This design comes from an exercise in tuning for small area on the open sky130 flow, not from production work. At most, simulation tests tie the RTL to the original design; equivalence was not proved.

==> 10-04 <==
// convolutional_layer_1
module convolutional_layer_1 (
  input signed [7:0] in,
  input clk, en,
  output signed [191:0] out
);
Settings: LEC_CHECK=0, CAP_MARGIN=20, CORE_MARGIN=2, CORE_UTILIZATION=55, CTS_BUF_LIST=sky130_fd_sc_hd__clkbuf_8, CTS_CLUSTER_DIAMETER=80, CTS_CLUSTER_SIZE=16, SLEW_MARGIN=20, SYNTH_HIERARCHICAL=1, SYNTH_MINIMUM_KEEP_SIZE=0; clock period 18.0 ns.
standard.sh (not shown) runs the stock make flow with config.mk's settings and CLKGATE_MAP_FILE= SYNTH_SCRIPT=/design/flow/synth_recipe.tcl, a recipe that flattens the netlist after the stock synthesis.
==> flow/flow/run.sh <==
#!/bin/bash
# Standard synthesis, then the standard layout with small port buffers.
set -e
bash standard.sh synth > synth.log 2>&1
bash standard.sh BUFFER_PORTS_ARGS="-buffer_cell sky130_fd_sc_hd__buf_1" finish > layout.log 2>&1
==> inputs of 07-11, as changes to 10-04 <==
Settings changed: CTS_BUF_LIST sky130_fd_sc_hd__clkbuf_8 to sky130_fd_sc_hd__clkbuf_16, CTS_CLUSTER_DIAMETER 80 to 150, CTS_CLUSTER_SIZE 16 to 25.
==> summary of the runs <==
10-04 finished with timing, DRC and antenna clean. 07-11 produced a clean layout.
In sequential share of layout area, 10-04 and 07-11 hardly differ.
In synthesized area, 10-04 and 07-11 do not differ.
Between 07-11 and 10-04, the lower clock-buffer cell count is in 07-11 (gap 35).
Of 07-11 and 10-04, 07-11 has the higher worst hold slack (gap 0.021 ns).
Of 10-04 and 07-11, 07-11 has the higher first-iteration DRC count (gap about 9%, measured against 07-11).
In synthesized cell count, 10-04 and 07-11 do not differ.
==> figures <==
quantity	07-11	10-04
Number of antenna violations at the first check in global routing	20	16
Buffers, non-clock	222	221
Outcome	no timing/DRC/antenna violations	no timing/DRC/antenna violations
Final critical-path required period	17.80 ns	17.72 ns
Worst R2R Setup Slack	16.46 ns	16.41 ns
Final worst-path cycle share	0.989	0.984
Average detailed-routed wire length per instance	51.7 um	50.2 um
Total of fill cells in the finished design	9173	9169
Slowest cell on the critical path	sky130_fd_sc_hd__fa_1	sky130_fd_sc_hd__fa_2
Area of combinational cells with multiple inputs	38000 sq um	38000 sq um
Met2 Use GR	0.633	0.617
Met1 track utilization from global routing	0.584	0.568
Number of iterations in the first detailed-routing pass	5	7

========
==> inputs of trial 80 <==
convolutional_layer_1, a different RTL version from the one above (not shown whole).
Settings: LEC_CHECK=0, CAP_MARGIN=20, CORE_MARGIN=2, CORE_UTILIZATION=45, CTS_BUF_LIST=sky130_fd_sc_hd__clkbuf_16, CTS_CLUSTER_DIAMETER=100, CTS_CLUSTER_SIZE=25, SLEW_MARGIN=20, SYNTH_HIERARCHICAL=1, SYNTH_MINIMUM_KEEP_SIZE=0; clock period 18.0 ns.
Scripts as last shown in full above: flow/flow/run.sh
==> inputs of trial 54, as changes to trial 80 <==
- CORE_UTILIZATION: 45 -> 55
==> summary of the runs <==
- Trial 80 completed without violations. Trial 54 ran to the end with no violations.
- Between trial 80 and trial 54, the lower critical path depth is in trial 54 (gap 8).
- In trial 80 the non-clock buffer count is higher than in trial 54, by 7.
- Sequential cell count is the same in trial 80 and trial 54.
==> figures <==
item	trial 54	trial 80
Critical hold path startpoint	u[17][5]$_DFFE_PP_	u[71][6]$_DFFE_PP_
Multi-input combinational area share	50.7%	50.3%
Non-Filler Cell Area, Final	0.0791 sq mm	0.0797 sq mm
Reg-to-Reg Start	u[67][2]$_DFFE_PP_	u[68][0]$_DFFE_PP_
Routing usage on met3	25.0%	13.6%
Number of nets at the end of the flow	6082	6090
Hold path endpoint	u[18][5]$_DFFE_PP_	u[72][6]$_DFFE_PP_
Share of cells above drive strength 1	4.65%	4.86%
Result of the run	no timing/DRC/antenna violations	no timing/DRC/antenna violations
Overall die height	371 um	410 um

========
==> run a: inputs <==
Starting RTL as in the previous note.
export LEC_CHECK = 0
export CAP_MARGIN = 20
export CORE_MARGIN = 2
export CORE_UTILIZATION = 45
export CTS_BUF_LIST = sky130_fd_sc_hd__clkbuf_16
export CTS_CLUSTER_DIAMETER = 100
export CTS_CLUSTER_SIZE = 25
export SLEW_MARGIN = 20
export SYNTH_HIERARCHICAL = 1
export SYNTH_MINIMUM_KEEP_SIZE = 0
create_clock -name core_clock -period 18.0 [get_ports {clk}]
==> flow/flow/run.sh <==
#!/bin/bash
# Standard synthesis, then the standard layout with small port buffers.
set -e
bash standard.sh synth > synth.log 2>&1
bash standard.sh BUFFER_PORTS_ARGS="-buffer_cell sky130_fd_sc_hd__buf_2" finish > layout.log 2>&1
==> inputs of run b, as changes to run a <==
==> flow/flow/run.sh (replaced) <==
#!/bin/bash
# Standard synthesis, then the standard layout with small port buffers.
set -e
bash standard.sh synth > synth.log 2>&1
bash standard.sh BUFFER_PORTS_ARGS="-buffer_cell sky130_fd_sc_hd__buf_1" finish > layout.log 2>&1
Settings changed: CAP_MARGIN 20 to 5, SLEW_MARGIN 20 to 5.
==> comparison <==
In register-to-register slack, run b and run a hardly differ. First-iteration DRC count: run b is smaller than run a (7.8%). Utilization is about the same in run b and run a. Sequential share of layout area is about the same in run a and run b. In design area, run b and run a hardly differ. Of run b and run a, run a has the higher via count (gap 0.96%, measured against run a). Against run b, the routed wire length of run a is lower by 0.31%. Flip-flop and latch count is the same in run b and run a. Of run a and run b, run b has the higher worst setup slack (gap 320 ps).
==> figures <==
Via count: run b 36103; run a 36454
Worst setup skew after layout: run b 27.9 ps; run a 35.4 ps
Normalized max-slew margin: run b 20.1%; run a 14.1%
Final design utilization: run b 48.4%; run a 48.4%
Drt initial violations: run b 4533; run a 4918
Placed wire-length estimate after detailed placement: run b 273000 um; run a 274000 um
Non-clock buffering overhead: run b 1.72%; run a 1.87%
Outcome: run b no timing/DRC/antenna violations; run a no timing/DRC/antenna violations
Number of global-route vias before repair: run b 39017; run a 39365
Fin worst setup slack: run b 514 ps; run a 193 ps
Pin count of the biggest net entering global routing: run b 191; run a 176
Global-route wire length before repair: run b 397000 um; run a 397000 um
Slew of the pin with the lowest slew margin: run b 1200 ps; run a 1290 ps
Fill count: run b 13639; run a 13808
Multi-input combinational area share: run b 50.3%; run a 50.3%
Share of final layout cell area taken by clock buffers and inverters: run b 2.16%; run a 1.95%
Critical Path AT: run b 13890 ps; run a 14210 ps
Average detailed-routed wire length per instance: run b 49.8 um; run a 49.6 um

========
==> delta <==
convolutional_layer_1, a different RTL version from the one above (not shown whole).
==> flow/design.v (excerpt) <==
module convolutional_layer_1 (
  input signed [7:0] in,
  input clk, en,
  output signed [191:0] out
);
  reg [7:0] u [0:132];
  integer i;
  always @(posedge clk) begin
    if (en) begin
      u[0] <= {~in[7], in[6:0]};
      for (i = 1; i < 133; i = i + 1) u[i] <= u[i-1];
    end
  end
  wire [7:0] x0 = u[0];
  wire [7:0] x1 = u[1];
  wire [7:0] x2 = u[2];
  wire [7:0] x3 = u[3];
  wire [7:0] x4 = u[4];
  wire [7:0] x5 = u[32];
  wire [7:0] x6 = u[33];
  wire [7:0] x7 = u[34];
  wire [7:0] x8 = u[35];
  wire [7:0] x9 = u[36];
  wire [7:0] x10 = u[64];
  wire [7:0] x11 = u[65];
  wire [7:0] x12 = u[66];
  wire [7:0] x13 = u[67];
  wire [7:0] x14 = u[68];
  wire [7:0] x15 = u[96];
  wire [7:0] x16 = u[97];
  wire [7:0] x17 = u[98];
  wire [7:0] x18 = u[99];
  wire [7:0] x19 = u[100];
  wire [7:0] x20 = u[128];
  wire [7:0] x21 = u[129];
  wire [7:0] x22 = u[130];
  wire [7:0] x23 = u[131];
  wire [7:0] x24 = u[132];
  wire i1 = ~x15[0];
  wire s2, c3;
  ha_cell hs2 (.a(x8[0]), .b(i1), .s(s2), .co(c3));
  wire i4 = ~x15[1];
  wire s5, c6;
  fa_cell fs5 (.a(x8[1]), .b(i4), .c(c3), .s(s5), .co(c6));
  wire i7 = ~x15[2];
  wire s8, c9;
  fa_cell fs8 (.a(x8[2]), .b(i7), .c(c6), .s(s8), .co(c9));
  wire i10 = ~x15[3];
  wire s11, c12;
  fa_cell fs11 (.a(x8[3]), .b(i10), .c(c9), .s(s11), .co(c12));
  wire i13 = ~x15[4];
  wire s14, c15;
  ...
==> flow/config.mk <==
export PLATFORM = sky130hd
export DESIGN_NAME = convolutional_layer_1
export DESIGN_NICKNAME = convolutional_layer_1
export VERILOG_FILES = /design/flow/design.v
export SDC_FILE = /design/flow/constraint.sdc
export NUM_CORES = 8
export LEC_CHECK = 0
export CAP_MARGIN = 20
export CORE_MARGIN = 2
export CORE_UTILIZATION = 55
export CTS_BUF_LIST = sky130_fd_sc_hd__clkbuf_16
export CTS_CLUSTER_DIAMETER = 100
export CTS_CLUSTER_SIZE = 25
export SLEW_MARGIN = 20
export SYNTH_HIERARCHICAL = 1
export SYNTH_MINIMUM_KEEP_SIZE = 0
==> flow/constraint.sdc <==
create_clock -name core_clock -period 18.0 [get_ports {clk}]
set_input_delay 3.6000 -clock core_clock [delete_from_list [all_inputs] [get_ports {clk}]]
set_output_delay 3.6000 -clock core_clock [all_outputs]
set_load 0.01 [all_outputs]
==> flow/flow/run.sh <==
#!/bin/bash
# Standard synthesis, then the standard layout with small port buffers.
set -e
bash standard.sh synth > synth.log 2>&1
bash standard.sh BUFFER_PORTS_ARGS="-buffer_cell sky130_fd_sc_hd__buf_1" finish > layout.log 2>&1
==> willow (differences from delta) <==
--- a/flow/design.v
+++ b/flow/design.v
@@ -1,19 +1,39 @@
 module convolutional_layer_1 (
   input signed [7:0] in,
   input clk, en,
   output signed [191:0] out
 );
   reg [7:0] u [0:132];
   integer i;
-  always @(posedge clk) begin
-    if (en) begin
-      u[0] <= {~in[7], in[6:0]};
-      for (i = 1; i < 133; i = i + 1) u[i] <= u[i-1];
+  wire [16:0] en_n, en_p;
+  genvar g, b;
+  generate
+    for (g = 0; g < 17; g = g + 1) begin : sel
+      inv_cell in0 (.a(en), .y(en_n[g]));
+      inv_cell in1 (.a(en_n[g]), .y(en_p[g]));
+    end
+  endgenerate
+  wire [7:0] prv [0:132];
+  wire [7:0] nxt [0:132];
+  assign prv[0] = {~in[7], in[6:0]};
+  generate
+    for (g = 0; g < 133; g = g + 1) begin : hold
+      if (g > 0) begin : link
+        assign prv[g] = u[g-1];
+      end
+      for (b = 0; b < 8; b = b + 1) begin : bt
+        wire y;
+        hold_mux h (.d(prv[g][b]), .q(u[g][b]), .e(en_p[g / 8]), .e_n(en_n[g / 8]), .y(y));
+        assign nxt[g][b] = y;
+      end
     end
+  endgenerate
+  always @(posedge clk) begin
+    for (i = 0; i < 133; i = i + 1) u[i] <= nxt[i];
   end
   wire [7:0] x0 = u[0];
   wire [7:0] x1 = u[1];
   wire [7:0] x2 = u[2];
   wire [7:0] x3 = u[3];
   wire [7:0] x4 = u[4];
   wire [7:0] x5 = u[32];
@@ -4351,7 +4371,13 @@
   assign s = a ^ b ^ c;
   assign co = (a & b) | (a & c) | (b & c);
 endmodule
 module ha_cell (input a, b, output s, co);
   assign s = a ^ b;
   assign co = a & b;
 endmodule
+module hold_mux (input d, q, e, e_n, output y);
+  assign y = (d & e) | (q & e_n);
+endmodule
+module inv_cell (input a, output y);
+  assign y = ~a;
+endmodule
==> flow/flow/run.sh (replaced) <==
#!/bin/bash
# Standard synthesis and layout with small port buffers; after placement the constant
# output ports of each map share one tie cell.
set -e
bash standard.sh synth > synth.log 2>&1
bash standard.sh BUFFER_PORTS_ARGS="-buffer_cell sky130_fd_sc_hd__buf_1" GPL_KEEP_OVERFLOW=0 place > place.log 2>&1
ODB=orfs/results/sky130hd/convolutional_layer_1/base/3_place.odb openroad -no_init -exit flow/merge_ties.tcl > merge_ties.log 2>&1
bash standard.sh BUFFER_PORTS_ARGS="-buffer_cell sky130_fd_sc_hd__buf_1" GPL_KEEP_OVERFLOW=0 finish > layout.log 2>&1
==> flow/flow/merge_ties.tcl (new file) <==
# Let one tie cell drive all the constant output ports of a map instead of one tie cell each.
read_db $::env(ODB)
set block [[[ord::get_db] getChip] getBlock]
array set keep {}
set removed 0
foreach inst [$block getInsts] {
  if {[[$inst getMaster] getName] ne "sky130_fd_sc_hd__conb_1"} { continue }
  set net "NULL"
  set pin ""
  foreach it [$inst getITerms] {
    set n [$it getNet]
    if {$n ne "NULL" && [[$it getMTerm] getName] in {LO HI}} { set net $n; set pin [[$it getMTerm] getName] }
  }
  if {$net eq "NULL"} { continue }
  set bts [$net getBTerms]
  if {[llength $bts] != 1 || [llength [$net getITerms]] != 1} { continue }
  set name [[lindex $bts 0] getName]
  if {![regexp {^out\[(\d+)\]$} $name -> idx]} { continue }
  set key "$pin[expr {$idx / 32}]"
  if {![info exists keep($key)]} { set keep($key) $net; continue }
  set bt [lindex $bts 0]
  $bt disconnect
  $bt connect $keep($key)
  odb::dbInst_destroy $inst
  odb::dbNet_destroy $net
  incr removed
}
puts "merge_ties: removed $removed tie cells"
write_db $::env(ODB)
==> violet (differences from delta) <==
--- a/flow/design.v
+++ b/flow/design.v
@@ -1,19 +1,33 @@
 module convolutional_layer_1 (
   input signed [7:0] in,
   input clk, en,
   output signed [191:0] out
 );
   reg [7:0] u [0:132];
   integer i;
-  always @(posedge clk) begin
-    if (en) begin
-      u[0] <= {~in[7], in[6:0]};
-      for (i = 1; i < 133; i = i + 1) u[i] <= u[i-1];
+  wire en_n = ~en;
+  wire [7:0] prv [0:132];
+  wire [7:0] nxt [0:132];
+  assign prv[0] = {~in[7], in[6:0]};
+  genvar g, b;
+  generate
+    for (g = 0; g < 133; g = g + 1) begin : hold
+      if (g > 0) begin : link
+        assign prv[g] = u[g-1];
+      end
+      for (b = 0; b < 8; b = b + 1) begin : bt
+        wire y;
+        hold_mux h (.d(prv[g][b]), .q(u[g][b]), .e(en), .e_n(en_n), .y(y));
+        assign nxt[g][b] = y;
+      end
     end
+  endgenerate
+  always @(posedge clk) begin
+    for (i = 0; i < 133; i = i + 1) u[i] <= nxt[i];
   end
   wire [7:0] x0 = u[0];
   wire [7:0] x1 = u[1];
   wire [7:0] x2 = u[2];
   wire [7:0] x3 = u[3];
   wire [7:0] x4 = u[4];
   wire [7:0] x5 = u[32];
@@ -4351,7 +4365,10 @@
   assign s = a ^ b ^ c;
   assign co = (a & b) | (a & c) | (b & c);
 endmodule
 module ha_cell (input a, b, output s, co);
   assign s = a ^ b;
   assign co = a & b;
 endmodule
+module hold_mux (input d, q, e, e_n, output y);
+  assign y = (d & e) | (q & e_n);
+endmodule
==> flow/flow/run.sh (replaced) <==
#!/bin/bash
# Standard synthesis and layout with small port buffers; after placement the constant
# output ports of each map share one tie cell.
set -e
bash standard.sh synth > synth.log 2>&1
bash standard.sh BUFFER_PORTS_ARGS="-buffer_cell sky130_fd_sc_hd__buf_1" place > place.log 2>&1
ODB=orfs/results/sky130hd/convolutional_layer_1/base/3_place.odb openroad -no_init -exit flow/merge_ties.tcl > merge_ties.log 2>&1
bash standard.sh BUFFER_PORTS_ARGS="-buffer_cell sky130_fd_sc_hd__buf_1" finish > layout.log 2>&1
==> flow/flow/merge_ties.tcl (new file) <==
# Let one tie cell drive all the constant output ports of a map instead of one tie cell each.
read_db $::env(ODB)
set block [[[ord::get_db] getChip] getBlock]
array set keep {}
set removed 0
foreach inst [$block getInsts] {
  if {[[$inst getMaster] getName] ne "sky130_fd_sc_hd__conb_1"} { continue }
  set net "NULL"
  set pin ""
  foreach it [$inst getITerms] {
    set n [$it getNet]
    if {$n ne "NULL" && [[$it getMTerm] getName] in {LO HI}} { set net $n; set pin [[$it getMTerm] getName] }
  }
  if {$net eq "NULL"} { continue }
  set bts [$net getBTerms]
  if {[llength $bts] != 1 || [llength [$net getITerms]] != 1} { continue }
  set name [[lindex $bts 0] getName]
  if {![regexp {^out\[(\d+)\]$} $name -> idx]} { continue }
  set key "$pin[expr {$idx / 32}]"
  if {![info exists keep($key)]} { set keep($key) $net; continue }
  set bt [lindex $bts 0]
  $bt disconnect
  $bt connect $keep($key)
  odb::dbInst_destroy $inst
  odb::dbNet_destroy $net
  incr removed
}
puts "merge_ties: removed $removed tie cells"
write_db $::env(ODB)
- SLEW_MARGIN: 20 -> 50
==> impl_results.html <==
<table>
<tr><th>Metric</th><th>Value</th></tr>
<tr><th colspan="2">Status</th></tr>
<tr><td>Result of the run</td><td>finished clean</td></tr>
<tr><th colspan="2">Finish</th></tr>
<tr><td>Layout Nets</td><td>6767</td></tr>
<tr><td>Proportion of layout cells with a drive suffix above 1</td><td>5.83%</td></tr>
<tr><th colspan="2">Routing</th></tr>
<tr><td>Met3 wire length</td><td>41.3 mm</td></tr>
<tr><th colspan="2">Timing</th></tr>
<tr><td>Final clock period utilization by the worst path</td><td>97.1%</td></tr>
<tr><td>Post-layout minimum cycle time</td><td>17.47 ns</td></tr>
<tr><th colspan="2">Worst setup path</th></tr>
<tr><td>Total buffers and inverters traversed by the critical path</td><td>5</td></tr>
<tr><td>First element of the critical path</td><td>u[65][0]</td></tr>
</table>
That was violet.
==> impl_results.html <==
<table>
<tr><th>Metric</th><th>Value</th></tr>
<tr><th colspan="2">Floorplanning</th></tr>
<tr><td>Initial cell density of the core</td><td>55.3%</td></tr>
<tr><th colspan="2">Timing</th></tr>
<tr><td>Post-layout minimum cycle time</td><td>17.58 ns</td></tr>
<tr><td>Final clock period utilization by the worst path</td><td>97.6%</td></tr>
<tr><th colspan="2">Finish</th></tr>
<tr><td>Layout Nets</td><td>6684</td></tr>
<tr><th colspan="2">Status</th></tr>
<tr><td>Result of the run</td><td>finished clean</td></tr>
<tr><th colspan="2">Routing</th></tr>
<tr><td>Met3 wire length</td><td>38.8 mm</td></tr>
<tr><th colspan="2">Worst setup path</th></tr>
<tr><td>Total buffers and inverters traversed by the critical path</td><td>3</td></tr>
<tr><td>Delay of the slowest critical-path stage</td><td>0.84 ns</td></tr>
<tr><td>First element of the critical path</td><td>u[66][0]</td></tr>
<tr><th colspan="2">Placed design</th></tr>
<tr><td>Placed cell count</td><td>6482</td></tr>
</table>
That was willow.
==> impl_results.html <==
<table>
<tr><th>Metric</th><th>Value</th></tr>
<tr><th colspan="2">Worst setup path</th></tr>
<tr><td>Total buffers and inverters traversed by the critical path</td><td>7</td></tr>
<tr><td>First element of the critical path</td><td>u[132][0]</td></tr>
<tr><th colspan="2">Finish</th></tr>
<tr><td>Layout Nets</td><td>5735</td></tr>
<tr><td>Proportion of layout cells with a drive suffix above 1</td><td>5.01%</td></tr>
<tr><td>Register containing the most flip-flops in the final layout</td><td>u</td></tr>
<tr><th colspan="2">Global route</th></tr>
<tr><td>Number of antenna violations at the first check in global routing</td><td>23</td></tr>
<tr><th colspan="2">Synth</th></tr>
<tr><td>Largest area contributor in the synthesized netlist</td><td>fa_1</td></tr>
<tr><th colspan="2">Routing</th></tr>
<tr><td>Met3 wire length</td><td>41.0 mm</td></tr>
<tr><th colspan="2">Status</th></tr>
<tr><td>Result of the run</td><td>finished clean</td></tr>
<tr><th colspan="2">Timing</th></tr>
<tr><td>Final clock period utilization by the worst path</td><td>96.9%</td></tr>
<tr><td>Post-layout minimum cycle time</td><td>17.44 ns</td></tr>
</table>
That was delta.
Function not checked in willow and violet: the RTL went through the layout flow alone.

## separate check: timing with driven ports
Ports are ideal in the flow. The routed layouts listed here were re-timed in OpenROAD.
Step 1 assumes that a clkbuf_16 drives the clock port and a buf_2 every other input.
Step 2 moves the port delays by t, midway between the first and last clock arrival at a register: inputs arrive t later, outputs are due t later. That takes back most of the time a late clock gives input paths.
Three values: ideal, step 1, step 2; two values: the first two.
run	shift t [ns]	slack for setup (ns)	worst setup path at the end	cell pins on the clock port's net
10-04	0.890	0.283 / 0.203 / 1.093	register to output	1
07-11	0.772	0.195 / 0.115 / 0.887	register to output	1
trial 80	0.790	0.449 / 0.362 / 1.152	register to output	1
trial 54	0.791	0.579 / 0.494 / 1.286	register to output	1
run a	0.790	0.193 / 0.106 / 0.896	register to output	1
run b	0.795	0.514 / 0.427 / 1.223	register to output	1
delta	0.779	0.559 / 0.480 / 1.259	register to output	1
willow	0.770	0.424 / 0.339 / 1.109	register to output	1
violet	0.796	0.531 / 0.439 / 1.235	register to output	1
After both steps every run listed still meets setup and hold.
